Source: an optimization exercise on an open RTL-to-GDS flow (aim: small area and a short achievable clock period). Production flows keep margins and buffers that such runs may drop.
In this exercise RTL edits were held to simulation tests only and were not proved equivalent to the original.
Power and IR drop assume default switching activity.

### flow/run.sh
#!/bin/bash
# Layout flow: the standard ORFS flow (standard.sh), with two changes:
#  - the port buffers are plain buf_2 cells instead of the delay cells
#    buffer_ports picks by default;
#  - the clock tree uses larger sink clusters and no dummy loads.
# make's full output goes to flow.log in the work folder; ORFS keeps each
# step's own log under orfs/logs/.
set -euo pipefail
export BUFFER_PORTS_ARGS="-buffer_cell sky130_fd_sc_hd__buf_2"
export CTS_ARGS="-sink_clustering_enable -repair_clock_nets -dont_use_dummy_load -sink_clustering_size 30 -sink_clustering_max_diameter 80 -buf_list {sky130_fd_sc_hd__clkbuf_8 sky130_fd_sc_hd__clkbuf_16}"
bash standard.sh > flow.log 2>&1
### standard.sh
#!/bin/bash
# synth_recipe.tcl (not shown) runs the flow's synth.tcl, then flattens the netlist and writes it again
# the make line also repeats each setting of config.mk as NAME=value (left out here)
make -C /OpenROAD-flow-scripts/flow DESIGN_CONFIG=/design/flow/config.mk WORK_HOME=/design/flow/orfs CLKGATE_MAP_FILE= SYNTH_SCRIPT=/design/flow/synth_recipe.tcl "${@:-finish}"
### config.mk
export PLATFORM = sky130hd
export DESIGN_NAME = fifo
export DESIGN_NICKNAME = fifo
export VERILOG_FILES = /design/flow/design.v
export SDC_FILE = /design/flow/constraint.sdc
export NUM_CORES = 4
export LEC_CHECK = 0
export CAP_MARGIN = 20
export CORE_MARGIN = 2
export CORE_UTILIZATION = 55
export SETUP_SLACK_MARGIN = 1.6
export SLEW_MARGIN = 20
export SYNTH_HIERARCHICAL = 1
### constraint.sdc
create_clock -name core_clock -period 3.5 [get_ports {clock}]
set_input_delay 0.7000 -clock core_clock [delete_from_list [all_inputs] [get_ports {clock}]]
set_output_delay 0.7000 -clock core_clock [all_outputs]
set_load 0.01 [all_outputs]
### design.v
`timescale 1ns/1ns
module fifo(clock,reset,pin,sin,din,pout,dout, TM, SI, S0);
input clock,reset;
input pin, sin;
input [8:0] din;
output pout;
output [8:0] dout;
output S0;
input TM, SI;
reg [4:0]   memw, memr;    
reg         ne;            
reg         full;          
reg         one;           
reg [8:0]   dq;            
reg [287:0] mem;           
assign pout = ne;
assign S0   = memw[4];
assign dout = dq;
wire write = pin & ~full;
wire pop   = ~sin & ne;
wire [4:0] w1 = memw + 5'd1;
wire [4:0] r1 = memr + 5'd1;
wire [4:0] wt = {memw[3:0], memr[4]};       
wire two    = (memw == memr + 5'd2);          
wire thirty = ((memw + 5'd2) == memr);        
wire ton0   = (wt == {memr[3:0], 1'b1});
wire ton1   = (wt == {r1[3:0], 1'b0});
wire tne0   = (wt != {memr[3:0], 1'b0});
wire tne1   = (wt != {memr[3:0], 1'b1});
wire tfu0   = ((wt + 5'd1) == {memr[3:0], 1'b0});
wire tfu1   = ((wt + 5'd1) == {memr[3:0], 1'b1});
wire tby0   = (memw == {memr[3:0], 1'b0});
wire tby1   = (memw == {memr[3:0], 1'b1});
wire [31:0] wdec = 32'd1 << memw;
integer i;
always @(posedge clock)
  for (i = 0; i < 32; i = i + 1)
    if (write & wdec[i]) mem[9*i +: 9] <= din;
wire [4:0] rn = ~memr;
wire       tn = ~TM, sn = ~SI;
wire [7:0] hn, ht;                   
wire [3:0] ln, lt;                   
genvar e, b, k;
generate
  for (e = 0; e < 8; e = e + 1) begin : g_hi
    fifo_and3 un (.a(e & 4 ? memr[4] : rn[4]), .b(e & 2 ? memr[3] : rn[3]),
                  .c(e & 1 ? memr[2] : rn[2]), .x(hn[e]));
    fifo_and3 ut (.a(e & 4 ? memr[3] : rn[3]), .b(e & 2 ? memr[2] : rn[2]),
                  .c(e & 1 ? memr[1] : rn[1]), .x(ht[e]));
  end
  for (e = 0; e < 4; e = e + 1) begin : g_lo
    fifo_and3 un (.a(tn), .b(e & 2 ? memr[1] : rn[1]),
                  .c(e & 1 ? memr[0] : rn[0]), .x(ln[e]));
    fifo_and3 ut (.a(TM), .b(e & 2 ? memr[0] : rn[0]),
                  .c(e & 1 ? SI : sn), .x(lt[e]));
  end
endgenerate
wire [31:0] sel;
generate
  for (e = 0; e < 32; e = e + 1) begin : g_sel
    fifo_ao22 u (.a1(hn[((e + 31) % 32) / 4]), .a2(ln[(e + 31) % 4]),
                 .b1(ht[e / 4]),               .b2(lt[e % 4]),
                 .x(sel[e]));
  end
endgenerate
wire byp = write & (TM ? (SI ? tby1 : tby0) : (pop ? one : ~ne));
wire ld  = byp | TM | pop;        
wire nbyp = ~byp;
wire rdl = nbyp & (TM | pop);     
wire [8:0] dnext;
generate
  for (b = 0; b < 9; b = b + 1) begin : g_rd
    wire [3:0] g;
    wire [1:0] t;
    wire       h;
    for (e = 0; e < 4; e = e + 1) begin : g_grp
      wire [7:0] m;
      for (k = 0; k < 8; k = k + 1) begin : g_m
        assign m[k] = mem[9*(8*e+k)+b];
      end
      fifo_andor8 u (.s(sel[8*e +: 8]), .m(m), .y(g[e]));
    end
    fifo_nor2   u0 (.a(g[0]), .b(g[1]), .y(t[0]));
    fifo_nor2   u1 (.a(g[2]), .b(g[3]), .y(t[1]));
    fifo_o22ai  u2 (.a1(ld), .a2(dq[b]), .b1(nbyp), .b2(din[b]), .y(h));
    fifo_a31oi  u3 (.a1(rdl), .a2(t[0]), .a3(t[1]), .b1(h), .y(dnext[b]));
  end
endgenerate
always @(posedge clock)
  dq <= dnext;
always @(posedge clock or posedge reset) begin
  if (reset) begin
    memw <= 5'd0;
    memr <= 5'd0;
    ne   <= 1'b0;
    full <= 1'b0;
    one  <= 1'b0;
  end else if (TM) begin
    memw <= wt;
    memr <= {memr[3:0], SI};
    ne   <= SI ? tne1 : tne0;
    full <= SI ? tfu1 : tfu0;
    one  <= SI ? ton1 : ton0;
  end else begin
    memw <= write ? w1 : memw;
    memr <= pop ? r1 : memr;
    if (write & ~pop) begin
      ne   <= 1'b1;
      full <= thirty;
      one  <= ~ne;
    end else if (pop & ~write) begin
      ne   <= ~one;
      full <= 1'b0;
      one  <= two;
    end
  end
end
endmodule
module fifo_and3(input a, b, c, output x);
  assign x = a & b & c;
endmodule
module fifo_nor2(input a, b, output y);
  assign y = ~(a | b);
endmodule
module fifo_o22ai(input a1, a2, b1, b2, output y);
  assign y = ~((a1 | a2) & (b1 | b2));
endmodule
module fifo_a31oi(input a1, a2, a3, b1, output y);
  assign y = ~((a1 & a2 & a3) | b1);
endmodule
module fifo_ao22(input a1, a2, b1, b2, output x);
  assign x = (a1 & a2) | (b1 & b2);
endmodule
module fifo_andor8(input [7:0] s, input [7:0] m, output y);
  assign y = |(s & m);
endmodule
==> results of run 1 <==
==> placed cells by master (no fill, tap or decap), drive strengths merged, types with 2 or more instances in the layout <==
cell and count:
nor2b 2, dfrtp 13, nand3 12, a21oi 10
nor2 57, and3 27, buf 63, a22o 45
a22oi 144, a31oi 11, o311ai 3, dfxtp 9
o22ai 9, ha 10, clkbuf 15, nor4 2
nand2 25, o21ai 9, a211oi 2, inv 10
o211ai 2, edfxtp 288, xnor2 19, nand2b 6
xor2 8, nor3 3, nand4 37
==> synth_stat cells, types with 2 or more instances <==
| library cell | number |
|---|---|
| xor2_1 | 8 |
| a31oi_1 | 11 |
| o211ai_1 | 2 |
| ha_1 | 10 |
| nand3_1 | 12 |
| edfxtp_1 | 288 |
| o22ai_1 | 9 |
| dfxtp_1 | 9 |
| o21ai_0 | 8 |
| a21oi_1 | 10 |
| xnor2_1 | 16 |
| buf_2 | 9 |
| a22oi_1 | 144 |
| nand2_1 | 24 |
| nand2b_1 | 6 |
| xnor2_2 | 2 |
| nand4_1 | 37 |
| a22o_1 | 32 |
| clkbuf_1 | 4 |
| and3_1 | 25 |
| nor2b_1 | 2 |
| nor4_1 | 2 |
| nor3_1 | 3 |
| o311ai_1 | 2 |
| inv_1 | 11 |
| a211oi_1 | 2 |
| nor2_1 | 57 |
| dfrtp_1 | 13 |
==> area by class of cell <==
| type | instances | share of cell area, % |
|---|---|---|
| clock buffers | 15 | 2.564 |
| inverters | 11 | 0.3419 |
| multi-input cells | 452 | 28.23 |
| flip-flops and latches | 310 | 62.59 |
| well taps | 280 | 2.393 |
| repair buffers | 63 | 3.880 |
==> state kept, by name, summed over array words and instances (netlist names) <==
register and flops:
dq 9, mem 288, memw 5, one 1, memr 5, ne 1, full 1
==> timing repair <==
action | in CTS | in global routing
buffers inserted | 16 | 13
endpoints found under the setup margin | 172 | 135
resized for setup | 149 | 50
endpoints found under the hold margin | 0 | 0
cloned | 14 | 3
pin swaps | 51 | 56
==> metrics by stage <==
step	power (mW)	utilization (%)	instance area, µm²	instances
6_report	8.347	67.09	14640	1131
5_1_grt	8.644	67.09	14640	1131
4_1_cts	8.177	65.03	14190	1115
3_5_place_dp	6.106	59.40	12960	1070
3_3_place_gp	6.080	59.40	12960	1070
2_1_floorplan	5.537	-	12540	773
==> per-module statistics from Yosys (local to each module, per instance) <==
module / times used / flops+latches / area, µm² / cells
fifo: 1 / 310 / 10290 / 501
fifo_andor8: 36 / 0 / 36.28 / 5
fifo_ao22: 32 / 0 / 8.758 / 1
fifo_a31oi: 9 / 0 / 6.256 / 1
fifo_and3: 24 / 0 / 6.256 / 1
fifo_o22ai: 9 / 0 / 6.256 / 1
fifo_nor2: 18 / 0 / 3.754 / 1
==> metal layers <==
metal	part of all wire, %	vias up	GRT usage, %
met4	3.2	0	8.289
met5	0	-	0
met1	40	3913	37.85
li1	-	3378	-
met2	50	356	48.69
met3	6.6	69	3.034
==> logic make-up (layout without fill, tap and decap cells) <==
logic type	count (synthesis)	after routing	share of synthesized area, %
and+or+nand+nor	173	176	7.101
adders and majority gates	10	10	1.025
DFF	310	310	74.97
xor gates and xnor gates	27	27	2.213
buffers and inverters	27	89	1.014
AOI/OAI and AO/OA	226	239	13.68
==> worst max path at each step <==
stage	from	endpoint	slack [ns]	cells after the start
5_1_grt	memr[3]$_DFFE_PP0N_	dq[6]$_DFF_P_	1.39	8
6_report	memr[3]$_DFFE_PP0N_	dq[8]$_DFF_P_	1.39	8
3_5_place_dp	TM	dq[3]$_DFF_P_	0.62	8
4_1_cts	memr[2]$_DFFE_PP0N_	dq[3]$_DFF_P_	1.44	7
3_3_place_gp	TM	dq[3]$_DFF_P_	0.71	8
2_1_floorplan	memw[2]$_DFFE_PP0P_	mem[0]$_DFFE_PP_	1.52	4
==> report_power, final <==
part	internal, mW	total [mW]	switching [mW]
clock	0.773	1.80	1.03
combinational	0.758	2.06	1.30
sequential	4.29	4.49	0.200
total	5.82	8.35	2.53
==> flow_metrics.py, run 1 <==
metrics = {
    "sta": {
        "drv_slew": 0,
        "fmax_ghz": 0.4740,
        "whs_ns": 0.1984,
        "fin_skew_ns": 0.08598,
        "rsz0062_at_grt": "yes",
        "finalCriticalPeriod_ns": 2.109,
        "hold_viol": 0,
        "fin_crit_sh_pct": 60.27,
        "setup_slack_ns": 1.391,
        "tightest_slew_ns": 0.7079,
        "slew_headroom_pct": 52.81,
        "tns_ns": 0,
        "finalSetupViolCount": 0,
    },
    "die": {
        "die_h_um": 153,
        "core-area_mm2": 0.02182,
        "start_util_pct": 55.95,
        "ios": 26,
        "die_w_um": 153,
        "die_area_mm2": 0.02341,
        "rows": 54,
    },
    "place": {
        "io_buffers": 25,
        "place_ws_ns": 0.6200,
        "gp_congestion": 0.8704,
        "hpwl_um": 20740,
    },
    "yosys": {
        "synthFlopType": "edfxtp_1",
        "synth_top_area_share_pct": 70.83,
        "synthTopCellsByArea": "edfxtp_1, a22oi_1, dfrtp_1",
        "synthCells": 773,
        "synth_seq_cells": 310,
        "ys_warn_count": 7,
        "synth_cell_type_count": 43,
        "synth_edf_count": 288,
        "synth_nets": 798,
        "synth_area_mm2": 0.01221,
        "yosysTopAreaCell": "edfxtp_1",
        "ys_seq_area_share_pct": 74.97,
        "async_reset_ff_share_pct": 4.194,
        "synth_area_per_cell_um2": 15.80,
    },
    "routing": {
        "drc_errors": 0,
        "via_per_inst": 6.822,
        "drtPass1Iterations": 5,
        "finalWirelength_um": 33440,
        "wire_per_inst_um": 29.56,
        "num_vias": 7716,
        "dr.first_iter.drc_count": 759,
        "ant_nets": 0,
    },
    "job": {
        "cap_violations": 0,
    },
    "cells_and_area": {
        "area_growth_syn_to_layout_pct": 19.90,
        "diodes": 0,
        "fillerInstances": 1491,
        "drive_above_1_share_pct": 32.67,
        "multi_input_comb_area_mm2": 0.004133,
        "layout.nets": 878,
        "seq_area_mm2": 0.009164,
    },
    "clock_network": {
        "cts_hold_buf": 0,
        "clock_path_buffers": 3,
        "cts_root_buf": "clkbuf_16",
        "cts_sinks": 310,
        "h-tree-depth": 1,
        "cts_buffers": 15,
        "path_clk_slew_ns": 0.11,
        "cts_tree": "built",
        "clock_latency_ns": 0.52,
    },
    "worst_setup_path": {
        "cpLargestDelayFamily": "simple AND/OR/NAND/NOR gates",
        "r2r-start": "memr[3]$_DFFE_PP0N_",
        "worstSetupPathType": "reg -> reg",
        "path_cells": "buf_6 -> buf_6 -> and3_4 -> a22o_4 -> a22oi_2 -> nand4_1 -> nor2_2 -> a31oi_1",
        "endpoint_kind": "flip-flop",
        "r2r_cells": 8,
        "crit_path_start_kind": "flip-flop",
        "worstPathBufferInverterCount": 2,
        "crit_top_cell": "buf_6",
        "crit_required_ns": 3.90,
        "arrival_ns": 2.51,
        "reg2reg_to": "dq[8]$_DFF_P_",
        "cp_slowest_stage_delay_ns": 0.45,
        "rrSetupSlack_ns": 1.39,
        "critical_path.max_fanout": 9,
        "cpMaxStageDelayCell": "dfrtp_2",
    },
    "grt": {
        "grt_antenna_before_repair": 0,
        "grt_max_degree": 34,
        "grt_usage_pct": 28.02,
        "grt_pass1_vias": 7626,
        "grt_pass1_wl_um": 48840,
        "overflow": 0,
    },
    "power": {
        "powerDensity_mw_per_mm2": 570.2,
        "power.leakage_nw": 4.607,
        "ir_drop_mv": 0.6261,
    },
    "outcome": {
        "outcome": "timing/DRC/antenna clean",
    },
    "worst_hold_path": {
        "hold_class": "in -> async",
    },
}
==> run 2, diff against run 1 <==
--- a/config.mk
+++ b/config.mk
@@ -8,6 +8,7 @@
 export CAP_MARGIN = 20
 export CORE_MARGIN = 2
 export CORE_UTILIZATION = 55
-export SETUP_SLACK_MARGIN = 1.6
+export GPL_TIMING_DRIVEN = 0
+export SETUP_SLACK_MARGIN = 1.5
 export SLEW_MARGIN = 20
 export SYNTH_HIERARCHICAL = 1
==> run 2 against run 1 <==
Net effect:
- largest cell class unchanged
- final area increased by 3.4%
- first-iteration DRC count decreased by 9.9%
- combinational power increased by 9.7%
- power increased by 0.96%
- highest routed layer unchanged
- worst setup slack got worse by 0.11 ns
==> flow_metrics.py, run 2 <==
metrics = {
    "grt": {
        "grt_usage_pct": 25.05,
        "grt_pass1_vias": 7401,
        "grt_max_degree": 34,
        "grt_antenna_before_repair": 0,
        "grt_pass1_wl_um": 43700,
        "overflow": 0,
    },
    "place": {
        "io_buffers": 25,
        "place_area_mm2": 0.01284,
        "hpwl_um": 19220,
        "gp_congestion": 0.9092,
        "place_ws_ns": 0.5908,
    },
    "routing": {
        "via_per_inst": 6.881,
        "wire_per_inst_um": 29.06,
        "dr.first_iter.drc_count": 684,
        "drc_errors": 0,
        "finalWirelength_um": 34350,
        "ant_nets": 0,
        "drtPass1Iterations": 7,
        "num_vias": 8133,
    },
    "cells_and_area": {
        "reg_top3": "mem (288), dq (9)",
        "layout_common_cells": "edfxtp_1, a22oi_1, a22oi_2",
        "fillerInstances": 1411,
        "diodes": 0,
        "area_growth_syn_to_layout_pct": 23.98,
        "drive_above_1_share_pct": 36.59,
        "multi_input_comb_area_mm2": 0.004258,
        "largest_reg_flops": 288,
        "regMostFlops": "mem",
        "final_common_cell": "edfxtp_1",
        "layout.nets": 929,
        "seq_area_mm2": 0.009159,
        "fin_area_mm2": 0.01514,
    },
    "sta": {
        "finalCriticalPeriod_ns": 2.224,
        "fmax_ghz": 0.4496,
        "tightest_slew_ns": 0.6869,
        "hold_viol": 0,
        "rsz0062_at_grt": "yes",
        "finalSetupViolCount": 0,
        "slew_headroom_pct": 54.21,
        "tns_ns": 0,
        "fin_skew_ns": 0.05056,
        "drv_slew": 0,
        "whs_ns": 0.2227,
        "setup_slack_ns": 1.276,
        "fin_crit_sh_pct": 63.55,
    },
    "yosys": {
        "synth_cell_type_count": 43,
        "yosys-top-cells-count": "edfxtp_1, a22oi_1, nor2_1",
        "synth_most_common_cell": "edfxtp_1",
        "yosysTopAreaCell": "edfxtp_1",
        "async_reset_ff_share_pct": 4.194,
        "synth_top_area_share_pct": 70.83,
        "synth_area_per_cell_um2": 15.80,
        "synth_seq_cells": 310,
        "ys_warn_count": 7,
        "synth_nets": 798,
        "synthTopCellsByArea": "edfxtp_1, a22oi_1, dfrtp_1",
        "synth_edf_count": 288,
        "synthFlopType": "edfxtp_1",
        "synth_area_mm2": 0.01221,
        "ys_seq_area_share_pct": 74.97,
        "synthCells": 773,
    },
    "worst_setup_path": {
        "worstSetupPathType": "reg -> reg",
        "crit_path_start_kind": "flip-flop",
        "critical_path.max_fanout": 7,
        "rrSetupSlack_ns": 1.28,
        "r2r_cells": 8,
        "reg2reg_to": "dq[6]$_DFF_P_",
        "crit_required_ns": 3.91,
        "r2r-start": "memr[0]$_DFFE_PP0N_",
        "arrival_ns": 2.64,
        "endpoint_kind": "flip-flop",
    },
    "power": {
        "clockPowerShare_pct": 20.9,
        "p_switching_mw": 2.577,
        "powerDensity_mw_per_mm2": 556.7,
        "p_comb_share_pct": 26.9,
        "ir_drop_mv": 0.3954,
        "switching_share_pct": 30.58,
        "power.internal_mw": 5.850,
        "p_seq_share_pct": 52.3,
        "power.leakage_nw": 4.851,
    },
    "clock_network": {
        "cts_buffers": 14,
        "clock_path_buffers": 3,
        "path_clk_slew_ns": 0.11,
        "cts_root_buf": "clkbuf_16",
        "cts_sinks": 310,
        "cts_tree": "built",
        "cts_hold_buf": 0,
        "clock_latency_ns": 0.52,
        "h-tree-depth": 1,
    },
    "die": {
        "ios": 26,
        "die_h_um": 153,
        "core-area_mm2": 0.02182,
        "rows": 54,
        "die_w_um": 153,
        "start_util_pct": 55.95,
        "die_area_mm2": 0.02341,
    },
    "outcome": {
        "outcome": "timing/DRC/antenna clean",
    },
    "worst_hold_path": {
        "hold_class": "in -> async",
    },
    "job": {
        "cap_violations": 0,
    },
}
[run 2: cell counts after synthesis]
Identical to the previous run, type by type.
[run 2: modules after synthesis, one instance, submodules excluded]
module | copies in the design | flops+latches
fifo_a31oi | 9 | 0
fifo_ao22 | 32 | 0
fifo | 1 | 310
fifo_andor8 | 36 | 0
fifo_nor2 | 18 | 0
fifo_o22ai | 9 | 0
fifo_and3 | 24 | 0
[run 2: worst max-delay path, stage by stage, from the launching register on]
cell and delay, ns:
dfrtp_1 0.38, buf_6 0.14, clkinvlp_4 0.16, and3_4 0.28, a22o_4 0.30, a22oi_1 0.27, nand4_1 0.27, nor2_1 0.25
a31oi_1 0.10
[run 2: area by class of cell]
| class | count | share of cell area, % |
|---|---|---|
| inverters | 11 | 0.3885 |
| repair buffers | 87 | 5.554 |
| plain buffers | 16 | 0.8017 |
| clock buffers | 14 | 2.314 |
| multi-input cells | 464 | 28.13 |
| well taps | 280 | 2.314 |
| flip-flops and latches | 310 | 60.50 |
[run 2: worst max path at each step]
stage                        start                  to  cells after the start
3_3_place_gp                    TM       dq[5]$_DFF_P_                      9
6_report       memr[0]$_DFFE_PP0N_       dq[6]$_DFF_P_                      8
3_5_place_dp                    TM       dq[5]$_DFF_P_                      9
2_1_floorplan                  pin  mem[171]$_DFFE_PP_                      4
5_1_grt        memr[0]$_DFFE_PP0N_       dq[6]$_DFF_P_                      8
4_1_cts           full$_DFFE_PP0P_  mem[230]$_DFFE_PP_                      4
[run 2: logic make-up after synthesis]
logic type	Yosys count	share of synthesized area, %
flip-flops	310	74.97
adder cells (fa/ha/maj)	10	1.025
buffers and inverters	27	1.014
AO/OA/AOI/OAI	226	13.68
AND/OR/NAND/NOR	173	7.101
XOR/XNOR	27	2.213
[run 2: power groups by stage]
stage                     clock network [mW]  registers (mW)  logic (mW)
after floorplan                            0            4.49       0.992
after global placement                     0            4.49        1.52
after detailed placement                   0            4.50        1.55
after CTS                               1.76            4.40        1.75
after global routing                    1.90            4.42        2.40
final                                   1.76            4.41        2.26
[run 2: through the flow]
stage                     cells  total power [mW]  util, %
after CTS                  1107             7.917    62.67
after global routing       1182             8.725    69.37
final                      1182             8.427    69.37
after global placement     1078             6.010    58.82
after detailed placement   1078             6.051    58.82
after floorplan             773             5.482        -
[run 2: per-layer routing]
metal / share of wire, % / global-route usage, % / up-vias / wire [µm]
li1: - / - / 3527 / -
met1: 37 / 31.51 / 4080 / 12570
met2: 51 / 44.82 / 431 / 17560
met3: 8.1 / 3.346 / 95 / 2793
met4: 4.2 / 8.995 / 0 / 1428
met5: 0 / 0 / - / 0
[run 2: repair_timing]
item	4_1_cts	5_1_grt
pin swaps	20	94
resized for setup	93	164
setup endpoints to repair	288	236
buffers inserted	15	47
cloned	0	28
==> run 3, diff against run 2 <==
--- a/config.mk
+++ b/config.mk
@@ -7,8 +7,7 @@
 export LEC_CHECK = 0
 export CAP_MARGIN = 20
 export CORE_MARGIN = 2
-export CORE_UTILIZATION = 55
-export GPL_TIMING_DRIVEN = 0
+export CORE_UTILIZATION = 75
 export SETUP_SLACK_MARGIN = 1.5
 export SLEW_MARGIN = 20
 export SYNTH_HIERARCHICAL = 1
==> run 3 against run 2 <==
Net effect:
- flip-flop and latch count unchanged
- global-route usage up 15 points
- count of clock-buffer cells in the layout unchanged
- clock power barely moved
- die area is 26% lower
- critical path type unchanged
==> flow_metrics.py, run 3 <==
metrics = {
    "yosys": {
        "muxShareOfSynthArea_pct": 0,
        "synth_top_area_share_pct": 70.83,
        "synth_area_mm2": 0.01221,
        "synth_area_per_cell_um2": 15.80,
        "ys_warn_count": 7,
        "synth_nets": 798,
        "async_reset_ff_share_pct": 4.194,
        "synth_cell_type_count": 43,
        "yosysTopAreaCell": "edfxtp_1",
        "synthTopCellsByArea": "edfxtp_1, a22oi_1, dfrtp_1",
        "synth_edf_count": 288,
        "synthCells": 773,
        "ys_seq_area_share_pct": 74.97,
        "synth_xor_xnor_area_share_pct": 2.213,
        "synth_top_family_by_area": "compound AO/OA/AOI/OAI gates",
        "synth_compound_area_share_pct": 13.68,
        "synthFlopType": "edfxtp_1",
        "synth_seq_cells": 310,
        "synthAdderAreaFrac_pct": 1.025,
        "yosys-top-cells-count": "edfxtp_1, a22oi_1, nor2_1",
        "synth_simple_gate_area_share_pct": 7.101,
        "synth_most_common_cell": "edfxtp_1",
    },
    "clock_network": {
        "cts_buffers": 14,
        "clock_latency_ns": 0.51,
        "cts_tree": "built",
        "path_clk_slew_ns": 0.12,
        "clock_path_buffers": 3,
        "cts_root_buf": "clkbuf_16",
        "h-tree-depth": 1,
        "cts_sinks": 310,
    },
    "sta": {
        "slew_headroom_pct": 45.68,
        "tns_ns": 0,
        "fin_skew_ns": 0.04156,
        "fin_crit_sh_pct": 64.66,
        "drv_slew": 0,
        "tightest_slew_ns": 0.8148,
        "finalSetupViolCount": 0,
        "hold_viol": 0,
        "whs_ns": 0.2217,
        "rsz0062_at_grt": "yes",
        "finalCriticalPeriod_ns": 2.263,
        "fmax_ghz": 0.4419,
    },
    "grt": {
        "overflow": 0,
        "grt_pass1_vias": 8108,
        "grt_usage_pct": 40.26,
        "grt_pass1_wl_um": 51450,
        "grt_max_degree": 34,
        "grt_antenna_before_repair": 0,
    },
    "die": {
        "core-area_mm2": 0.01589,
        "rows": 46,
        "die_w_um": 131.6,
        "die_h_um": 131.6,
        "start_util_pct": 76.87,
        "ios": 26,
        "die_area_mm2": 0.01732,
    },
    "place": {
        "hpwl_um": 20290,
        "io_buffers": 25,
        "gp_congestion": 0.9438,
        "place_area_mm2": 0.01273,
        "placed_cells": 1006,
    },
    "routing": {
        "drtPass1Iterations": 7,
        "via_per_inst": 8.246,
        "ant_nets": 0,
        "wire_per_inst_um": 35.81,
        "dr.first_iter.drc_count": 1552,
        "drc_errors": 0,
        "finalWirelength_um": 37700,
        "num_vias": 8683,
    },
    "worst_setup_path": {
        "critical_path.max_fanout": 10,
        "cp_slowest_stage_delay_ns": 0.44,
        "endpoint_kind": "flip-flop",
        "crit_required_ns": 3.88,
        "worstPathBufferInverterCount": 1,
        "arrival_ns": 2.64,
        "worstSetupPathType": "reg -> reg",
        "cpMaxStageDelayCell": "dfrtp_1",
        "crit_path_start_kind": "flip-flop",
        "path_cells": "buf_12 -> and3_4 -> a22o_4 -> a22oi_1 -> nand4_1 -> nor2_2 -> a31oi_1",
        "cpLargestDelayFamily": "simple AND/OR/NAND/NOR gates",
    },
    "cells_and_area": {
        "area_growth_syn_to_layout_pct": 16.82,
        "reg_top3": "mem (288), dq (9)",
        "final_cells": 1053,
        "layout.nets": 864,
        "largest_reg_flops": 288,
        "diodes": 0,
        "fillerInstances": 571,
        "drive_above_1_share_pct": 30.11,
        "fin_area_mm2": 0.01426,
        "regMostFlops": "mem",
        "layout_common_cells": "edfxtp_1, a22oi_1, a22oi_2",
        "multi_input_comb_area_mm2": 0.003934,
        "seq_area_mm2": 0.009166,
        "final_common_cell": "edfxtp_1",
    },
    "power": {
        "power.leakage_nw": 4.487,
        "ir_drop_mv": 0.7363,
        "powerDensity_mw_per_mm2": 581.5,
    },
    "job": {
        "cap_violations": 0,
    },
    "worst_hold_path": {
        "hold_class": "in -> async",
    },
    "outcome": {
        "outcome": "timing/DRC/antenna clean",
    },
}
[run 3: cell counts after synthesis]
Identical to the previous run, type by type.
[run 3: cells by family (layout without fill, tap and decap cells)]
| logic type | count (synthesis) | count (layout) |
|---|---|---|
| fa+ha+maj | 10 | 10 |
| compound gates | 226 | 232 |
| buf+inv | 27 | 82 |
| xor+xnor | 27 | 27 |
| simple gates | 173 | 176 |
| flops | 310 | 310 |
[run 3: Yosys stat by module, one instance, submodules excluded]
module | cells inside | times used
fifo | 501 | 1
fifo_andor8 | 5 | 36
fifo_nor2 | 1 | 18
fifo_and3 | 1 | 24
fifo_ao22 | 1 | 32
fifo_o22ai | 1 | 9
fifo_a31oi | 1 | 9
[run 3: final cells by class]
class	instances	area share (%)
clock buffer	14	2.456
inverter	11	0.3333
multi-input combinational	445	27.58
sequential	310	64.26
tap	216	1.895
timing repair buffer	57	3.474
[run 3: path summary, 6_finish.rpt]
kind | startpoint | end | slack, ns | cells past startpoint
setup / recovery | memr[2]$_DFFE_PP0N_ | dq[8]$_DFF_P_ | 1.24 | 7
hold / removal | reset | memw[1]$_DFFE_PP0P_ | 0.22 | 2
setup reg to reg | memr[2]$_DFFE_PP0N_ | dq[8]$_DFF_P_ | 1.24 | 7
hold reg to reg | one$_DFFE_PP0P_ | one$_DFFE_PP0P_ | 0.56 | 2
max in group asynchronous | reset | memr[1]$_DFFE_PP0N_ | 2.83 | 2
min in group core_clock | TM | memw[1]$_DFFE_PP0P_ | 0.51 | 2
[run 3: stage by stage]
step	setup WS [ns]	power, mW	utilization, %
3_5_place_dp	0.5058	6.036	80.15
6_report	1.237	8.294	89.79
3_3_place_gp	0.6212	5.965	80.15
4_1_cts	1.355	7.900	86.14
2_1_floorplan	1.380	5.482	-
5_1_grt	1.249	8.463	89.79
[run 3: repair_timing]
item / CTS / global route
hold buffers: 0 / 0
cloned: 4 / 5
setup endpoints to repair: 246 / 247
pin swaps: 30 / 46
buffers inserted: 9 / 15
gates resized for setup: 132 / 80
[run 3: per-layer routing]
layer / share of wire [%] / GRT usage (%) / wire [µm]
met5: 0 / 0 / 0
met4: 8.0 / 18.78 / 3015
met3: 14 / 6.481 / 5275
met2: 48 / 66.23 / 18150
met1: 30 / 53.82 / 11260
[run 3: power breakdown]
part | switching, mW | total (mW) | leakage, nW | internal (mW)
combinational | 1.31 | 2.00 | 1.50 | 0.688
clock | 1.05 | 1.78 | 0.173 | 0.726
sequential | 0.225 | 4.52 | 2.82 | 4.29
==> run 4, diff against run 3 <==
--- a/config.mk
+++ b/config.mk
@@ -7,7 +7,7 @@
 export LEC_CHECK = 0
 export CAP_MARGIN = 20
 export CORE_MARGIN = 2
-export CORE_UTILIZATION = 75
+export CORE_UTILIZATION = 60
 export SETUP_SLACK_MARGIN = 1.5
 export SLEW_MARGIN = 20
 export SYNTH_HIERARCHICAL = 1
==> run 4 against run 3 <==
Net effect:
- clock skew shrank 0.00097 ns
- register-to-register slack gained 0.11 ns
- fmax grew 5.1%
- still clean on timing, DRC and antenna
- area after synthesis is the same
- critical path type unchanged
- count of clock-buffer cells in the layout grew 1
==> flow_metrics.py, run 4 <==
metrics = {
    "worst_setup_path": {
        "crit_cells": 8,
        "crit_path_start_kind": "flip-flop",
        "critical_path.max_fanout": 8,
        "endpoint_kind": "flip-flop",
        "worstSetupPathType": "reg -> reg",
        "arrival_ns": 2.50,
        "crit_required_ns": 3.85,
        "path_cells": "clkinvlp_4 -> buf_6 -> and3_4 -> a22o_4 -> a22oi_1 -> nand4_1 -> nor2_2 -> a31oi_1",
        "cp_slowest_stage_delay_ns": 0.41,
        "worstPathBufferInverterCount": 2,
        "r2r_cells": 8,
        "cpMaxStageDelayCell": "dfrtp_2",
        "cpLargestDelayFamily": "simple AND/OR/NAND/NOR gates",
    },
    "clock_network": {
        "clock_path_buffers": 3,
        "cts_root_buf": "clkbuf_16",
        "cts_tree": "built",
        "h-tree-depth": 1,
        "cts_sinks": 310,
        "cts_hold_buf": 0,
        "path_clk_slew_ns": 0.10,
        "cts_buffers": 15,
        "clock_latency_ns": 0.51,
    },
    "yosys": {
        "ys_seq_area_share_pct": 74.97,
        "synthTopCellsByArea": "edfxtp_1, a22oi_1, dfrtp_1",
        "ys_warn_count": 7,
        "yosysTopAreaCell": "edfxtp_1",
        "synthFlopType": "edfxtp_1",
        "synth_edf_count": 288,
        "synthCells": 773,
        "synth_area_mm2": 0.01221,
        "synth_seq_cells": 310,
        "synth_top_area_share_pct": 70.83,
        "synth_cell_type_count": 43,
        "synth_most_common_cell": "edfxtp_1",
        "synth_area_per_cell_um2": 15.80,
        "yosys-top-cells-count": "edfxtp_1, a22oi_1, nor2_1",
        "async_reset_ff_share_pct": 4.194,
        "synth_nets": 798,
    },
    "routing": {
        "wire_per_inst_um": 29.03,
        "drtPass1Iterations": 5,
        "ant_nets": 0,
        "dr.first_iter.drc_count": 977,
        "num_vias": 7806,
        "via_per_inst": 6.995,
        "finalWirelength_um": 32400,
        "drc_errors": 0,
    },
    "die": {
        "start_util_pct": 60.74,
        "rows": 52,
        "core-area_mm2": 0.02010,
        "die_area_mm2": 0.02151,
        "die_h_um": 146.7,
        "die_w_um": 146.7,
        "ios": 26,
    },
    "place": {
        "hpwl_um": 19660,
        "place_area_mm2": 0.01278,
        "gp_congestion": 0.8923,
        "io_buffers": 25,
        "place_ws_ns": 0.7275,
    },
    "grt": {
        "grt_antenna_before_repair": 0,
        "grt_usage_pct": 29.20,
        "overflow": 0,
        "grt_max_degree": 34,
        "grt_pass1_wl_um": 46420,
        "grt_pass1_vias": 7346,
    },
    "power": {
        "power.leakage_nw": 4.585,
        "powerDensity_mw_per_mm2": 570.0,
        "ir_drop_mv": 0.5660,
    },
    "sta": {
        "rsz0062_at_grt": "yes",
        "fin_skew_ns": 0.04058,
        "tns_ns": 0,
        "slew_headroom_pct": 47.00,
        "drv_slew": 0,
        "finalCriticalPeriod_ns": 2.154,
        "whs_ns": 0.2249,
        "setup_slack_ns": 1.346,
        "fmax_ghz": 0.4643,
        "finalSetupViolCount": 0,
        "hold_viol": 0,
        "tightest_slew_ns": 0.7934,
        "fin_crit_sh_pct": 61.53,
    },
    "cells_and_area": {
        "regMostFlops": "mem",
        "largest_reg_flops": 288,
        "final_util_pct": 72.11,
        "reg_top3": "mem (288), dq (9)",
        "fin_area_mm2": 0.01450,
        "area_growth_syn_to_layout_pct": 18.72,
        "layout_common_cells": "edfxtp_1, a22oi_1, a22oi_2",
        "final_common_cell": "edfxtp_1",
        "drive_above_1_share_pct": 31.21,
        "layout.nets": 873,
        "diodes": 0,
    },
    "job": {
        "cap_violations": 0,
    },
    "worst_hold_path": {
        "hold_class": "in -> async",
    },
    "outcome": {
        "outcome": "timing/DRC/antenna clean",
    },
}
-- run 4: layer usage --
metal  vias to the layer above  track usage [%]  part of all wire, %
met3                        63            3.375                  7.7
met1                      3972            39.77                   38
met4                         0            7.330                  2.9
li1                       3370                -                    -
met5                         -                0                    0
met2                       401            50.96                   51
-- run 4: where the power goes --
part / internal (mW) / switching (mW) / total [mW]
logic: 0.736 / 1.25 / 1.99
clock network: 0.773 / 1.03 / 1.80
registers: 4.29 / 0.180 / 4.47
-- run 4: cell type report --
class,instances,area [µm²]
flip-flops and latches,310,9161
fillers,1262,5608
multi-input cells,451,4076
repair buffers,59,500.5
clock buffers,15,375.4
well taps,270,337.8
inverters,11,45.04
-- run 4: worst reg2reg max path, delay by kind of cell (launching register included) --
| family | cells | cell delay [ns] |
|---|---|---|
| compound gates | 3 | 0.62 |
| buf+inv | 2 | 0.29 |
| flops | 1 | 0.41 |
| simple gates | 3 | 0.66 |
-- run 4: cells by family (layout without fill, tap and decap cells) --
group,Yosys count,in the layout,synth area share (%)
compound gates,226,238,13.68
xor+xnor,27,27,2.213
fa+ha+maj,10,10,1.025
buf+inv,27,85,1.014
flops,310,310,74.97
simple gates,173,176,7.101
-- run 4: worst paths after layout --
check	startpoint	end	slack, ns
worst max-delay path	memr[3]$_DFFE_PP0N_	dq[5]$_DFF_P_	1.35
worst min-delay path	reset	memr[2]$_DFFE_PP0N_	0.22
worst max register to register	memr[3]$_DFFE_PP0N_	dq[5]$_DFF_P_	1.35
worst min register to register	one$_DFFE_PP0P_	one$_DFFE_PP0P_	0.57
max in group asynchronous	reset	memw[4]$_DFFE_PP0P_	2.84
min in group core_clock	TM	memw[1]$_DFFE_PP0P_	0.50
-- run 4: per-module statistics from Yosys, one instance, submodules excluded --
module       area, µm²  flip-flops and latches  cells
fifo_nor2        3.754                       0      1
fifo             10290                     310    501
fifo_a31oi       6.256                       0      1
fifo_o22ai       6.256                       0      1
fifo_and3        6.256                       0      1
fifo_andor8      36.28                       0      5
fifo_ao22        8.758                       0      1
-- run 4: repair_timing --
action,4_1_cts,5_1_grt
pin swaps,46,47
endpoints found under the setup margin,280,271
cloned,7,8
gates resized for setup,151,68
setup buffers,11,17
-- run 4: metrics by stage --
| step | power, mW | std cells |
|---|---|---|
| 2_1_floorplan | 5.482 | 773 |
| 3_3_place_gp | 5.984 | 1058 |
| 3_5_place_dp | 6.023 | 1058 |
| 4_1_cts | 8.024 | 1091 |
| 5_1_grt | 8.534 | 1116 |
| 6_report | 8.262 | 1116 |
==> run 5, diff against run 4 <==
--- a/config.mk
+++ b/config.mk
@@ -7,7 +7,7 @@
 export LEC_CHECK = 0
 export CAP_MARGIN = 20
 export CORE_MARGIN = 2
-export CORE_UTILIZATION = 60
+export CORE_UTILIZATION = 68
 export SETUP_SLACK_MARGIN = 1.5
 export SLEW_MARGIN = 20
 export SYNTH_HIERARCHICAL = 1
==> run 5 against run 4 <==
Net effect:
- fmax up 1.3%
- synthesized cell count did not move
- still clean on timing, DRC and antenna
- area after synthesis unchanged
- highest routed layer unchanged
- critical path depth down 1
- global-route usage up 2.7 points
- largest power group unchanged
==> flow_metrics.py, run 5 <==
metrics = {
    "yosys": {
        "synth_simple_gate_area_share_pct": 7.101,
        "synth_top_family_by_area": "compound AO/OA/AOI/OAI gates",
        "muxShareOfSynthArea_pct": 0,
        "synth_area_per_cell_um2": 15.80,
        "synth_cell_type_count": 43,
        "synth_xor_xnor_area_share_pct": 2.213,
        "yosys-top-cells-count": "edfxtp_1, a22oi_1, nor2_1",
        "synthCells": 773,
        "synth_most_common_cell": "edfxtp_1",
        "synth_edf_count": 288,
        "async_reset_ff_share_pct": 4.194,
        "synth_compound_area_share_pct": 13.68,
        "synth_top_area_share_pct": 70.83,
        "synth_nets": 798,
        "ys_seq_area_share_pct": 74.97,
        "synthTopCellsByArea": "edfxtp_1, a22oi_1, dfrtp_1",
        "synthAdderAreaFrac_pct": 1.025,
        "synthFlopType": "edfxtp_1",
        "yosysTopAreaCell": "edfxtp_1",
        "synth_area_mm2": 0.01221,
        "ys_warn_count": 7,
        "synth_seq_cells": 310,
    },
    "sta": {
        "setup_slack_ns": 1.375,
        "hold_viol": 0,
        "fin_skew_ns": 0.05007,
        "finalSetupViolCount": 0,
        "drv_slew": 0,
        "fmax_ghz": 0.4705,
        "rsz0062_at_grt": "yes",
        "tns_ns": 0,
        "fin_crit_sh_pct": 60.72,
        "finalCriticalPeriod_ns": 2.125,
        "tightest_slew_ns": 0.7488,
        "whs_ns": 0.2356,
        "slew_headroom_pct": 49.97,
    },
    "routing": {
        "num_vias": 7925,
        "ant_nets": 0,
        "drc_errors": 0,
        "wire_per_inst_um": 29.66,
        "finalWirelength_um": 31850,
        "drtPass1Iterations": 5,
        "via_per_inst": 7.379,
        "dr.first_iter.drc_count": 959,
    },
    "cells_and_area": {
        "fillerInstances": 966,
        "reg_top3": "mem (288), dq (9)",
        "layout_common_cells": "edfxtp_1, a22oi_1, a22oi_2",
        "layout.nets": 872,
        "final_cells": 1074,
        "final_util_pct": 80.48,
        "diodes": 0,
        "area_growth_syn_to_layout_pct": 17.18,
        "fin_area_mm2": 0.01431,
        "largest_reg_flops": 288,
        "final_common_cell": "edfxtp_1",
        "drive_above_1_share_pct": 29.82,
        "regMostFlops": "mem",
    },
    "power": {
        "p_comb_share_pct": 23.8,
        "switching_share_pct": 29.94,
        "clockPowerShare_pct": 21.3,
        "p_seq_share_pct": 54.9,
        "power.leakage_nw": 4.518,
        "fin_total_pwr_mw": 8.159,
        "p_switching_mw": 2.442,
        "ir_drop_mv": 0.7150,
        "power.internal_mw": 5.716,
        "powerDensity_mw_per_mm2": 570.2,
    },
    "grt": {
        "overflow": 0,
        "grt_antenna_before_repair": 0,
        "grt_pass1_vias": 7610,
        "grt_pass1_wl_um": 46220,
        "grt_usage_pct": 31.93,
        "grt_max_degree": 34,
    },
    "worst_setup_path": {
        "worstSetupPathType": "reg -> reg",
        "endpoint_kind": "flip-flop",
        "crit_path_start_kind": "flip-flop",
        "path_cells": "clkinvlp_4 -> and3_4 -> a22o_4 -> a22oi_1 -> nand4_1 -> nor2_2 -> a31oi_1",
        "cp_slowest_stage_delay_ns": 0.48,
        "cpMaxStageDelayCell": "dfrtp_2",
        "r2r-start": "memr[3]$_DFFE_PP0N_",
        "arrival_ns": 2.53,
        "reg2reg_to": "dq[1]$_DFF_P_",
        "crit_required_ns": 3.90,
        "r2r_cells": 7,
        "rrSetupSlack_ns": 1.37,
        "critical_path.max_fanout": 9,
    },
    "die": {
        "ios": 26,
        "rows": 49,
        "die_h_um": 138,
        "die_area_mm2": 0.01904,
        "die_w_um": 138,
        "core-area_mm2": 0.01778,
        "start_util_pct": 68.68,
    },
    "worst_hold_path": {
        "hold_class": "in -> async",
    },
    "clock_network": {
        "clock_path_buffers": 3,
        "cts_root_buf": "clkbuf_16",
        "path_clk_slew_ns": 0.11,
        "cts_buffers": 14,
        "h-tree-depth": 1,
        "cts_sinks": 310,
        "cts_tree": "built",
        "clock_latency_ns": 0.50,
    },
    "place": {
        "hpwl_um": 19030,
        "place_ws_ns": 0.8534,
        "place_area_mm2": 0.01276,
        "placed_cells": 1020,
        "io_buffers": 25,
        "gp_congestion": 0.9373,
    },
    "job": {
        "cap_violations": 0,
    },
    "outcome": {
        "outcome": "timing/DRC/antenna clean",
    },
}
==> run 5: per-layer routing <==
layer / global-route usage, % / up-vias / wire length (µm)
li1: - / 3362 / -
met1: 42.93 / 3970 / 11340
met2: 55.52 / 517 / 16390
met3: 3.672 / 76 / 2981
met4: 10.53 / 0 / 1137
met5: 0 / - / 0
==> run 5: worst max-delay path by stage <==
stage	from	endpoint	slack [ns]	cells past startpoint
3_5_place_dp	SI	dq[0]$_DFF_P_	0.85	7
3_3_place_gp	TM	dq[0]$_DFF_P_	0.89	8
2_1_floorplan	pin	mem[171]$_DFFE_PP_	1.38	4
6_report	memr[3]$_DFFE_PP0N_	dq[1]$_DFF_P_	1.37	7
4_1_cts	full$_DFFE_PP0P_	mem[78]$_DFFE_PP_	1.38	4
5_1_grt	memr[1]$_DFFE_PP0N_	dq[6]$_DFF_P_	1.33	7
==> run 5: worst max-delay path: cells and delay by family (launching register included) <==
kind	cells	cell delay [ns]
buffers and inverters	1	0.18
flip-flops	1	0.48
AND/OR/NAND/NOR	3	0.72
AO/OA/AOI/OAI	3	0.64
==> run 5: timing repair <==
item / 4_1_cts / 5_1_grt
cloned: 6 / 8
hold buffers: 0 / 0
hold endpoints to repair: 0 / 0
resized for setup: 146 / 55
setup buffers: 12 / 14
pin swaps: 29 / 44
endpoints found under the setup margin: 225 / 225
==> run 5: cell type report <==
class                   count  area, µm²  area share (%)
inverters                  11      48.80          0.3410
multi-input cells         449       3960           27.68
clock buffers              14      350.3           2.448
flip-flops and latches    310       9161           64.03
repair inverters            1      7.507         0.05247
well taps                 229      286.5           2.002
repair buffers             60      494.2           3.454
==> run 5: power by group through the flow <==
stage               Combinational (mW)  Clock (mW)  Sequential, mW
global placement                  1.39           0            4.56
floorplan                        0.992           0            4.49
global route                      2.04        1.87            4.50
CTS                               1.71        1.74            4.47
finish                            1.94        1.74            4.48
detailed placement                1.43           0            4.57
==> run 5: Yosys stat by module (local to each module, per instance) <==
module / flops+latches / copies in the design / cell area, µm² / cells inside
fifo: 310 / 1 / 10290 / 501
fifo_andor8: 0 / 36 / 36.28 / 5
fifo_ao22: 0 / 32 / 8.758 / 1
fifo_a31oi: 0 / 9 / 6.256 / 1
fifo_and3: 0 / 24 / 6.256 / 1
fifo_o22ai: 0 / 9 / 6.256 / 1
fifo_nor2: 0 / 18 / 3.754 / 1
==> run 5: cell families (layout without fill, tap and decap cells) <==
kind of cell             count (synthesis)  after routing
flip-flops                             310            310
AO/OA/AOI/OAI                          226            237
AND/OR/NAND/NOR                        173            175
XOR/XNOR                                27             27
buffers and inverters                   27             86
adder cells (fa/ha/maj)                 10             10
==> run 6, diff against run 5 <==
--- a/config.mk
+++ b/config.mk
@@ -7,7 +7,7 @@
 export LEC_CHECK = 0
 export CAP_MARGIN = 20
 export CORE_MARGIN = 2
-export CORE_UTILIZATION = 68
+export CORE_UTILIZATION = 55
 export SETUP_SLACK_MARGIN = 1.5
 export SLEW_MARGIN = 20
 export SYNTH_HIERARCHICAL = 1
==> run 6 against run 5 <==
Net effect:
- critical path depth rose by 2
- power rose by 0.18%
- still clean on timing, DRC and antenna
- cell count rose by 5.3%
==> flow_metrics.py, run 6 <==
metrics = {
    "yosys": {
        "synth_most_common_cell": "edfxtp_1",
        "synth_edf_count": 288,
        "synth_area_mm2": 0.01221,
        "ys_warn_count": 7,
        "synthCells": 773,
        "ys_seq_area_share_pct": 74.97,
        "yosys-top-cells-count": "edfxtp_1, a22oi_1, nor2_1",
        "synth_top_area_share_pct": 70.83,
        "async_reset_ff_share_pct": 4.194,
        "synthFlopType": "edfxtp_1",
        "synthTopCellsByArea": "edfxtp_1, a22oi_1, dfrtp_1",
        "yosysTopAreaCell": "edfxtp_1",
        "synth_area_per_cell_um2": 15.80,
        "synth_nets": 798,
        "synth_cell_type_count": 43,
        "synth_seq_cells": 310,
    },
    "worst_hold_path": {
        "hold_class": "in -> async",
    },
    "power": {
        "powerDensity_mw_per_mm2": 566.7,
        "switching_share_pct": 30.09,
        "ir_drop_mv": 0.4749,
        "p_switching_mw": 2.460,
        "fin_total_pwr_mw": 8.174,
        "p_seq_share_pct": 54.9,
        "clockPowerShare_pct": 21.5,
        "power.leakage_nw": 4.589,
        "power.internal_mw": 5.714,
        "p_comb_share_pct": 23.6,
    },
    "routing": {
        "num_vias": 7748,
        "drtPass1Iterations": 5,
        "ant_nets": 0,
        "dr.first_iter.drc_count": 840,
        "wire_per_inst_um": 29.93,
        "finalWirelength_um": 33850,
        "drc_errors": 0,
        "via_per_inst": 6.851,
    },
    "worst_setup_path": {
        "crit_required_ns": 3.89,
        "crit_path_start_kind": "flip-flop",
        "path_cells": "buf_6 -> buf_4 -> buf_4 -> ha_2 -> a21boi_0 -> nand4b_1 -> o311ai_1 -> o2111ai_1 -> a21oi_1",
        "cpMaxStageDelayCell": "dfrtp_2",
        "endpoint_kind": "flip-flop",
        "critical_path.max_fanout": 6,
        "cp_slowest_stage_delay_ns": 0.45,
        "arrival_ns": 2.48,
        "crit_top_cell": "buf_4",
        "worstSetupPathType": "reg -> reg",
    },
    "place": {
        "io_buffers": 25,
        "gp_congestion": 0.8476,
        "hpwl_um": 20920,
        "place_area_mm2": 0.01285,
        "place_ws_ns": 0.5925,
        "placed_cells": 1075,
    },
    "sta": {
        "whs_ns": 0.2444,
        "fmax_ghz": 0.4777,
        "finalCriticalPeriod_ns": 2.093,
        "tightest_slew_ns": 0.7943,
        "finalSetupViolCount": 0,
        "rsz0062_at_grt": "yes",
        "setup_slack_ns": 1.407,
        "fin_crit_sh_pct": 59.81,
        "hold_viol": 0,
        "drv_slew": 0,
        "slew_headroom_pct": 46.94,
        "fin_skew_ns": 0.04485,
        "tns_ns": 0,
    },
    "clock_network": {
        "cts_tree": "built",
        "cts_root_buf": "clkbuf_16",
        "h-tree-depth": 1,
        "cts_sinks": 310,
        "path_clk_slew_ns": 0.12,
        "cts_buffers": 14,
        "clock_path_buffers": 3,
        "clock_latency_ns": 0.51,
    },
    "cells_and_area": {
        "final_cells": 1131,
        "layout.nets": 878,
        "reg_top3": "mem (288), dq (9)",
        "fin_area_mm2": 0.01442,
        "diodes": 0,
        "fillerInstances": 1494,
        "area_growth_syn_to_layout_pct": 18.13,
        "regMostFlops": "mem",
        "final_common_cell": "edfxtp_1",
        "drive_above_1_share_pct": 29.61,
        "layout_common_cells": "edfxtp_1, a22oi_1, a22oi_2",
        "final_util_pct": 66.09,
        "largest_reg_flops": 288,
    },
    "die": {
        "core-area_mm2": 0.02182,
        "ios": 26,
        "die_h_um": 153,
        "die_area_mm2": 0.02341,
        "start_util_pct": 55.95,
        "rows": 54,
        "die_w_um": 153,
    },
    "grt": {
        "overflow": 0,
        "grt_pass1_wl_um": 49540,
        "grt_pass1_vias": 7544,
        "grt_max_degree": 34,
        "grt_usage_pct": 28.61,
        "grt_antenna_before_repair": 0,
    },
    "outcome": {
        "outcome": "timing/DRC/antenna clean",
    },
    "job": {
        "cap_violations": 0,
    },
}
## run 6: modules after synthesis, one instance, submodules excluded
module,flops+latches,cells,times used
fifo,310,501,1
fifo_andor8,0,5,36
fifo_ao22,0,1,32
fifo_a31oi,0,1,9
fifo_and3,0,1,24
fifo_o22ai,0,1,9
fifo_nor2,0,1,18
## run 6: logic make-up after synthesis
kind of cell / share of synthesized area, %
and+or+nand+nor: 7.101
xor gates and xnor gates: 2.213
adders and majority gates: 1.025
AOI/OAI and AO/OA: 13.68
DFF: 74.97
buffers and inverters: 1.014
## run 6: path summary, 6_finish.rpt
check                               startpoint                  end  slack [ns]  cells after the start
max                        memr[1]$_DFFE_PP0N_      one$_DFFE_PP0P_        1.41                      9
min                                      reset  memr[4]$_DFFE_PP0N_        0.24                      2
max reg2reg                memr[1]$_DFFE_PP0N_      one$_DFFE_PP0P_        1.41                      9
min reg2reg                      dq[3]$_DFF_P_        dq[3]$_DFF_P_        0.57                      2
max in group asynchronous                reset  memr[1]$_DFFE_PP0N_        2.82                      2
min in group core_clock          dq[3]$_DFF_P_        dq[3]$_DFF_P_        0.57                      2
## run 6: final cells by class
cell class	instances	area [µm²]	area share, %
well taps	280	350.3	2.429
inverters	11	47.55	0.3296
repair inverters	1	7.507	0.05205
flip-flops and latches	310	9160	63.51
repair buffers	67	609.3	4.225
multi-input cells	448	3899	27.03
clock buffers	14	350.3	2.429
## run 6: repair_timing
action,CTS,global route
buffers inserted,14,15
setup endpoints to repair,198,200
gates cloned,11,2
pin swaps,42,33
resized for setup,149,43
endpoints found under the hold margin,0,0
hold buffers,0,0
## run 6: worst max-delay path: cells and delay by family, from the launching register on
family          cells  cell delay [ns]
buf+inv             3             0.43
simple gates        1             0.12
flops               1             0.45
compound gates      4             0.80
fa+ha+maj           1             0.22
## run 6: power groups by stage
stage / logic (mW) / registers (mW) / clock network [mW]
6_report: 1.93 / 4.49 / 1.76
2_1_floorplan: 0.992 / 4.49 / 0
3_3_place_gp: 1.47 / 4.56 / 0
3_5_place_dp: 1.50 / 4.57 / 0
4_1_cts: 1.78 / 4.48 / 1.78
5_1_grt: 2.04 / 4.51 / 1.89
## run 6: metal layers
metal / part of all wire, % / vias up / GRT usage, %
li1: - / 3369 / -
met1: 40 / 3933 / 40.83
met2: 49 / 372 / 47.06
met3: 6.8 / 74 / 3.771
met4: 3.5 / 0 / 8.069
met5: 0 / - / 0
==> run 7, diff against run 6 <==
--- a/config.mk
+++ b/config.mk
@@ -7,7 +7,7 @@
 export LEC_CHECK = 0
 export CAP_MARGIN = 20
 export CORE_MARGIN = 2
-export CORE_UTILIZATION = 55
-export SETUP_SLACK_MARGIN = 1.5
+export CORE_UTILIZATION = 65
+export SETUP_SLACK_MARGIN = 1.6
 export SLEW_MARGIN = 20
 export SYNTH_HIERARCHICAL = 1
==> run 7 against run 6 <==
Net effect:
- die area fell by 15%
- critical path depth shrank 1
- final area grew 0.92%
- cell count decreased by 4.7%
- clock skew up 0.0069 ns
- largest power group unchanged
- still clean
- largest cell class unchanged
- clock power about the same
- sequential share of layout area fell by 0.56 points
- combinational power is 9% higher
- critical path type unchanged
==> flow_metrics.py, run 7 <==
metrics = {
    "worst_setup_path": {
        "path_cells": "buf_12 -> clkinvlp_4 -> and3_4 -> a22o_4 -> a22oi_2 -> nand4_1 -> nor2_2 -> a31oi_1",
        "critical_path.max_fanout": 11,
        "crit_required_ns": 3.89,
        "endpoint_kind": "flip-flop",
        "cpMaxStageDelayCell": "dfrtp_1",
        "r2r_cells": 8,
        "cp_slowest_stage_delay_ns": 0.37,
        "r2r-start": "memr[3]$_DFFE_PP0N_",
        "crit_path_start_kind": "flip-flop",
        "worstSetupPathType": "reg -> reg",
        "rrSetupSlack_ns": 1.42,
        "cp-startpoint": "memr[3]$_DFFE_PP0N_",
        "worstPathBufferInverterCount": 2,
        "arrival_ns": 2.48,
        "cpLargestDelayFamily": "simple AND/OR/NAND/NOR gates",
        "reg2reg_to": "dq[2]$_DFF_P_",
    },
    "yosys": {
        "synth_area_mm2": 0.01221,
        "synth_top_area_share_pct": 70.83,
        "synthFlopType": "edfxtp_1",
        "async_reset_ff_share_pct": 4.194,
        "synth_nets": 798,
        "yosysTopAreaCell": "edfxtp_1",
        "synth_seq_cells": 310,
        "synthTopCellsByArea": "edfxtp_1, a22oi_1, dfrtp_1",
        "yosys-top-cells-count": "edfxtp_1, a22oi_1, nor2_1",
        "synthCells": 773,
        "ys_seq_area_share_pct": 74.97,
        "synth_most_common_cell": "edfxtp_1",
        "synth_edf_count": 288,
        "synth_area_per_cell_um2": 15.80,
        "ys_warn_count": 7,
        "synth_cell_type_count": 43,
    },
    "die": {
        "die_w_um": 141.1,
        "rows": 50,
        "core-area_mm2": 0.01858,
        "die_area_mm2": 0.01990,
        "ios": 26,
        "start_util_pct": 65.72,
        "die_h_um": 141.1,
    },
    "cells_and_area": {
        "largest_reg_flops": 288,
        "final_common_cell": "edfxtp_1",
        "reg_top3": "mem (288), dq (9)",
        "seq_area_mm2": 0.009163,
        "fillerInstances": 1026,
        "multi_input_comb_area_mm2": 0.004160,
        "fin_area_mm2": 0.01456,
        "drive_above_1_share_pct": 32.70,
        "diodes": 0,
        "layout_common_cells": "edfxtp_1, a22oi_1, a22oi_2",
        "regMostFlops": "mem",
        "area_growth_syn_to_layout_pct": 19.21,
        "layout.nets": 871,
    },
    "worst_hold_path": {
        "hold_class": "in -> async",
    },
    "grt": {
        "grt_pass1_wl_um": 48580,
        "grt_antenna_before_repair": 0,
        "grt_usage_pct": 33.40,
        "overflow": 0,
        "grt_pass1_vias": 7700,
        "grt_max_degree": 34,
    },
    "routing": {
        "dr.first_iter.drc_count": 1080,
        "finalWirelength_um": 33760,
        "drtPass1Iterations": 6,
        "num_vias": 8073,
        "via_per_inst": 7.489,
        "wire_per_inst_um": 31.32,
        "drc_errors": 0,
        "ant_nets": 0,
    },
    "clock_network": {
        "cts_tree": "built",
        "cts_buffers": 14,
        "cts_hold_buf": 0,
        "path_clk_slew_ns": 0.10,
        "clock_path_buffers": 3,
        "h-tree-depth": 1,
        "clock_latency_ns": 0.51,
        "cts_sinks": 310,
        "cts_root_buf": "clkbuf_16",
    },
    "sta": {
        "tightest_slew_ns": 0.7648,
        "slew_headroom_pct": 49.01,
        "fmax_ghz": 0.4798,
        "fin_crit_sh_pct": 59.55,
        "rsz0062_at_grt": "yes",
        "fin_skew_ns": 0.05174,
        "finalCriticalPeriod_ns": 2.084,
        "finalSetupViolCount": 0,
        "tns_ns": 0,
        "drv_slew": 0,
        "hold_viol": 0,
    },
    "place": {
        "place_area_mm2": 0.01289,
        "io_buffers": 25,
        "gp_congestion": 0.8773,
        "hpwl_um": 19680,
    },
    "job": {
        "cap_violations": 0,
    },
    "power": {
        "power.leakage_nw": 4.566,
        "ir_drop_mv": 0.5639,
        "fin_total_pwr_mw": 8.349,
        "powerDensity_mw_per_mm2": 573.5,
    },
    "outcome": {
        "outcome": "timing/DRC/antenna clean",
    },
}
[run 7: cell families (layout without fill, tap and decap cells)]
kind of cell / after synthesis / count (layout) / share of synthesized area [%]
xor gates and xnor gates: 27 / 27 / 2.213
and+or+nand+nor: 173 / 175 / 7.101
DFF: 310 / 310 / 74.97
AOI/OAI and AO/OA: 226 / 239 / 13.68
adders and majority gates: 10 / 10 / 1.025
buffers and inverters: 27 / 83 / 1.014
[run 7: stage by stage]
step	instances	setup slack (ns)	utilization, %	hold slack [ns]
detailed placement	1022	0.8871	69.37	0.5398
floorplan	773	1.517	-	0.5040
global route	1078	1.417	78.34	0.2791
CTS	1065	1.514	76.39	0.2371
finish	1078	1.416	78.34	0.2217
global placement	1022	0.8882	69.37	0.5376
[run 7: worst max path at each step]
stage | to | depth (start not counted)
6_report | dq[2]$_DFF_P_ | 8
5_1_grt | dq[5]$_DFF_P_ | 8
4_1_cts | dq[2]$_DFF_P_ | 8
3_5_place_dp | dq[2]$_DFF_P_ | 7
3_3_place_gp | dq[6]$_DFF_P_ | 8
2_1_floorplan | mem[0]$_DFFE_PP_ | 4
[run 7: modules after synthesis (local to each module, per instance)]
| module | flops+latches | copies in the design |
|---|---|---|
| fifo_and3 | 0 | 24 |
| fifo_andor8 | 0 | 36 |
| fifo_nor2 | 0 | 18 |
| fifo_o22ai | 0 | 9 |
| fifo_ao22 | 0 | 32 |
| fifo_a31oi | 0 | 9 |
| fifo | 310 | 1 |
[run 7: repair_timing]
item,in CTS,in global routing
setup endpoints to repair,155,227
resized for setup,170,29
setup buffers,14,12
cloned,15,1
hold endpoints to repair,0,0
pin swaps,53,43
[run 7: metal layers]
metal | global-route usage, % | vias up | wire, µm
met1 | 46.14 | 4015 | 12140
li1 | - | 3361 | -
met3 | 4.755 | 105 | 3617
met4 | 9.789 | 0 | 1296
met5 | 0 | - | 0
met2 | 56.41 | 592 | 16710
[run 7: report_power, final]
group | leakage [nW] | switching, mW | internal (mW) | total [mW]
logic | 1.57 | 1.36 | 0.754 | 2.11
registers | 2.82 | 0.187 | 4.29 | 4.48
clock network | 0.173 | 1.03 | 0.726 | 1.76
total | 4.57 | 2.58 | 5.77 | 8.35
[run 7: final cells by class]
type	instances	area share, %
repair buffers	57	3.679
flip-flops and latches	310	62.94
repair inverters	1	0.05157
multi-input cells	451	28.58
well taps	234	2.011
inverters	11	0.3266
clock buffers	14	2.407
[run 7: worst reg2reg max path: stages (launching register included)]
cell,delay (ns)
dfrtp_1,0.37
buf_12,0.15
clkinvlp_4,0.16
and3_4,0.26
a22o_4,0.28
a22oi_2,0.26
nand4_1,0.18
nor2_2,0.24
a31oi_1,0.11
==> run 8, diff against run 7 <==
--- a/config.mk
+++ b/config.mk
@@ -8,6 +8,6 @@
 export CAP_MARGIN = 20
 export CORE_MARGIN = 2
 export CORE_UTILIZATION = 65
-export SETUP_SLACK_MARGIN = 1.6
+export SETUP_SLACK_MARGIN = 1.45
 export SLEW_MARGIN = 20
 export SYNTH_HIERARCHICAL = 1
==> run 8 against run 7 <==
Net effect:
- critical path depth unchanged
- combinational power down 16%
- non-clock buffer count down 13
- synthesized cell count unchanged
- largest cell class unchanged
- cell count down 1.8%
- via count down 4.5%
==> flow_metrics.py, run 8 <==
metrics = {
    "grt": {
        "grt_max_degree": 34,
        "grt_antenna_before_repair": 0,
        "top_usage_layer": "met1",
        "use_met3_pct": 3.023,
        "grt_pass1_vias": 7271,
        "use_met1_pct": 48.71,
        "grt_usage_pct": 31.77,
        "met2_usage_pct": 47.85,
        "overflow": 0,
        "grt_pass1_wl_um": 46330,
    },
    "sta": {
        "tightest_slew_ns": 0.8113,
        "rsz0062_at_grt": "yes",
        "finalSetupViolCount": 0,
        "fin_skew_ns": 0.03600,
        "hold_viol": 0,
        "fin_crit_sh_pct": 62.47,
        "fmax_ghz": 0.4573,
        "setup_slack_ns": 1.313,
        "slew_headroom_pct": 45.71,
        "tns_ns": 0,
        "finalCriticalPeriod_ns": 2.187,
        "drv_slew": 0,
    },
    "die": {
        "rows": 50,
        "core-area_mm2": 0.01858,
        "die_w_um": 141.1,
        "die_area_mm2": 0.01990,
        "die_h_um": 141.1,
        "start_util_pct": 65.72,
        "ios": 26,
    },
    "worst_setup_path": {
        "critical_path.max_fanout": 9,
        "crit_required_ns": 3.87,
        "r2r_cells": 8,
        "endpoint_kind": "flip-flop",
        "rrSetupSlack_ns": 1.31,
        "arrival_ns": 2.55,
        "reg2reg_to": "dq[8]$_DFF_P_",
        "crit_path_start_kind": "flip-flop",
        "cpLargestDelayFamily": "simple AND/OR/NAND/NOR gates",
        "cp_slowest_stage_delay_ns": 0.39,
        "r2r-start": "memr[0]$_DFFE_PP0N_",
        "worstSetupPathType": "reg -> reg",
        "worstPathBufferInverterCount": 2,
        "cpMaxStageDelayCell": "dfrtp_1",
        "path_cells": "buf_8 -> buf_4 -> and3_4 -> a22o_4 -> a22oi_1 -> nand4_1 -> nor2_2 -> a31oi_1",
    },
    "yosys": {
        "yosys-top-cells-count": "edfxtp_1, a22oi_1, nor2_1",
        "synth_nets": 798,
        "synth_top_area_share_pct": 70.83,
        "synthFlopType": "edfxtp_1",
        "synth_seq_cells": 310,
        "synthCells": 773,
        "synth_area_mm2": 0.01221,
        "synth_cell_type_count": 43,
        "synthTopCellsByArea": "edfxtp_1, a22oi_1, dfrtp_1",
        "async_reset_ff_share_pct": 4.194,
        "ys_seq_area_share_pct": 74.97,
        "yosysTopAreaCell": "edfxtp_1",
        "synth_edf_count": 288,
        "synth_most_common_cell": "edfxtp_1",
        "synth_area_per_cell_um2": 15.80,
        "ys_warn_count": 7,
    },
    "cells_and_area": {
        "final_cells": 1059,
        "area_growth_syn_to_layout_pct": 13.12,
        "regMostFlops": "mem",
        "fillerInstances": 1130,
        "seq_area_mm2": 0.009159,
        "layout.nets": 852,
        "diodes": 0,
        "final_common_cell": "edfxtp_1",
        "largest_reg_flops": 288,
        "drive_above_1_share_pct": 24.00,
        "layout_common_cells": "edfxtp_1, a22oi_1, nand4_1",
        "multi_input_comb_area_mm2": 0.003686,
        "reg_top3": "mem (288), dq (9)",
    },
    "routing": {
        "finalWirelength_um": 31440,
        "via_per_inst": 7.280,
        "num_vias": 7710,
        "drtPass1Iterations": 5,
        "wire_per_inst_um": 29.69,
        "dr.first_iter.drc_count": 1017,
        "drc_errors": 0,
        "ant_nets": 0,
    },
    "clock_network": {
        "clock_path_buffers": 3,
        "cts_tree": "built",
        "cts_buffers": 14,
        "cts_hold_buf": 0,
        "path_clk_slew_ns": 0.11,
        "h-tree-depth": 1,
        "clock_latency_ns": 0.50,
        "cts_sinks": 310,
        "cts_root_buf": "clkbuf_16",
    },
    "job": {
        "cap_violations": 0,
    },
    "power": {
        "power.leakage_nw": 4.352,
        "clockPowerShare_pct": 21.7,
        "ir_drop_mv": 0.5689,
        "p_seq_share_pct": 55.9,
        "switching_share_pct": 29.31,
        "power.internal_mw": 5.633,
        "fin_total_pwr_mw": 7.968,
        "p_comb_share_pct": 22.4,
        "powerDensity_mw_per_mm2": 576.9,
        "p_switching_mw": 2.335,
    },
    "place": {
        "hpwl_um": 19380,
        "place_ws_ns": 0.6556,
        "io_buffers": 25,
        "gp_congestion": 0.9541,
        "placed_cells": 1023,
    },
    "worst_hold_path": {
        "hold_class": "in -> async",
    },
    "outcome": {
        "outcome": "timing/DRC/antenna clean",
    },
}
run 8: metrics by stage:
stage                     hold slack [ns]  utilization, %  instance area [µm²]
final                              0.2538           74.34                13810
after global routing               0.2827           74.34                13810
after CTS                          0.2639           73.02                13570
after detailed placement           0.5474           67.86                12610
after global placement             0.5428           67.86                12610
after floorplan                    0.5040               -                12220
run 8: how the worst max path moves through the flow:
stage	start	end	cells after the start
floorplan	pin	mem[180]$_DFFE_PP_	4
global placement	TM	dq[6]$_DFF_P_	8
detailed placement	SI	dq[5]$_DFF_P_	8
CTS	memw[2]$_DFFE_PP0P_	mem[115]$_DFFE_PP_	2
global route	full$_DFFE_PP0P_	mem[115]$_DFFE_PP_	4
finish	memr[0]$_DFFE_PP0N_	dq[8]$_DFF_P_	8
run 8: worst register-to-register path, cell delays in order (launching register included):
cell and delay [ns]:
dfrtp_1 0.39, buf_8 0.14, buf_4 0.14, and3_4 0.24
a22o_4 0.32, a22oi_1 0.21, nand4_1 0.25, nor2_2 0.27
a31oi_1 0.12
run 8: area by class of cell:
type	count	area share, %
flip-flops and latches	310	66.31
clock buffers	14	2.536
inverters	11	0.3261
repair buffers	44	2.020
well taps	234	2.120
multi-input cells	446	26.69
run 8: power by group through the flow:
stage               Combinational, mW  Clock, mW  Sequential, mW
floorplan                       0.954          0            4.49
global placement                 1.39          0            4.55
detailed placement               1.41          0            4.56
CTS                              1.66       1.74            4.45
global route                     1.90       1.85            4.48
finish                           1.78       1.73            4.45
run 8: kinds of logic (layout without fill, tap and decap cells):
group | count (synthesis) | count (layout) | synth area share [%]
flops | 310 | 310 | 74.97
compound gates | 226 | 234 | 13.68
simple gates | 173 | 175 | 7.101
xor+xnor | 27 | 27 | 2.213
buf+inv | 27 | 69 | 1.014
fa+ha+maj | 10 | 10 | 1.025
run 8: what timing repair did:
action                                  CTS  global route
resized for setup                       135            47
setup buffers                            11             1
pin swaps                                40            49
cloned                                    6             4
endpoints found under the setup margin  208           184
run 8: per-layer routing:
metal | wire length (µm) | share of wire (%)
met1 | 12600 | 40
met2 | 14470 | 46
met3 | 2950 | 9.4
met4 | 1423 | 4.5
met5 | 0 | 0
run 8: per-module statistics from Yosys, one instance, submodules excluded:
module	times used	cell area, µm²	flops+latches
fifo_andor8	36	36.28	0
fifo_a31oi	9	6.256	0
fifo	1	10290	310
fifo_nor2	18	3.754	0
fifo_and3	24	6.256	0
fifo_o22ai	9	6.256	0
fifo_ao22	32	8.758	0
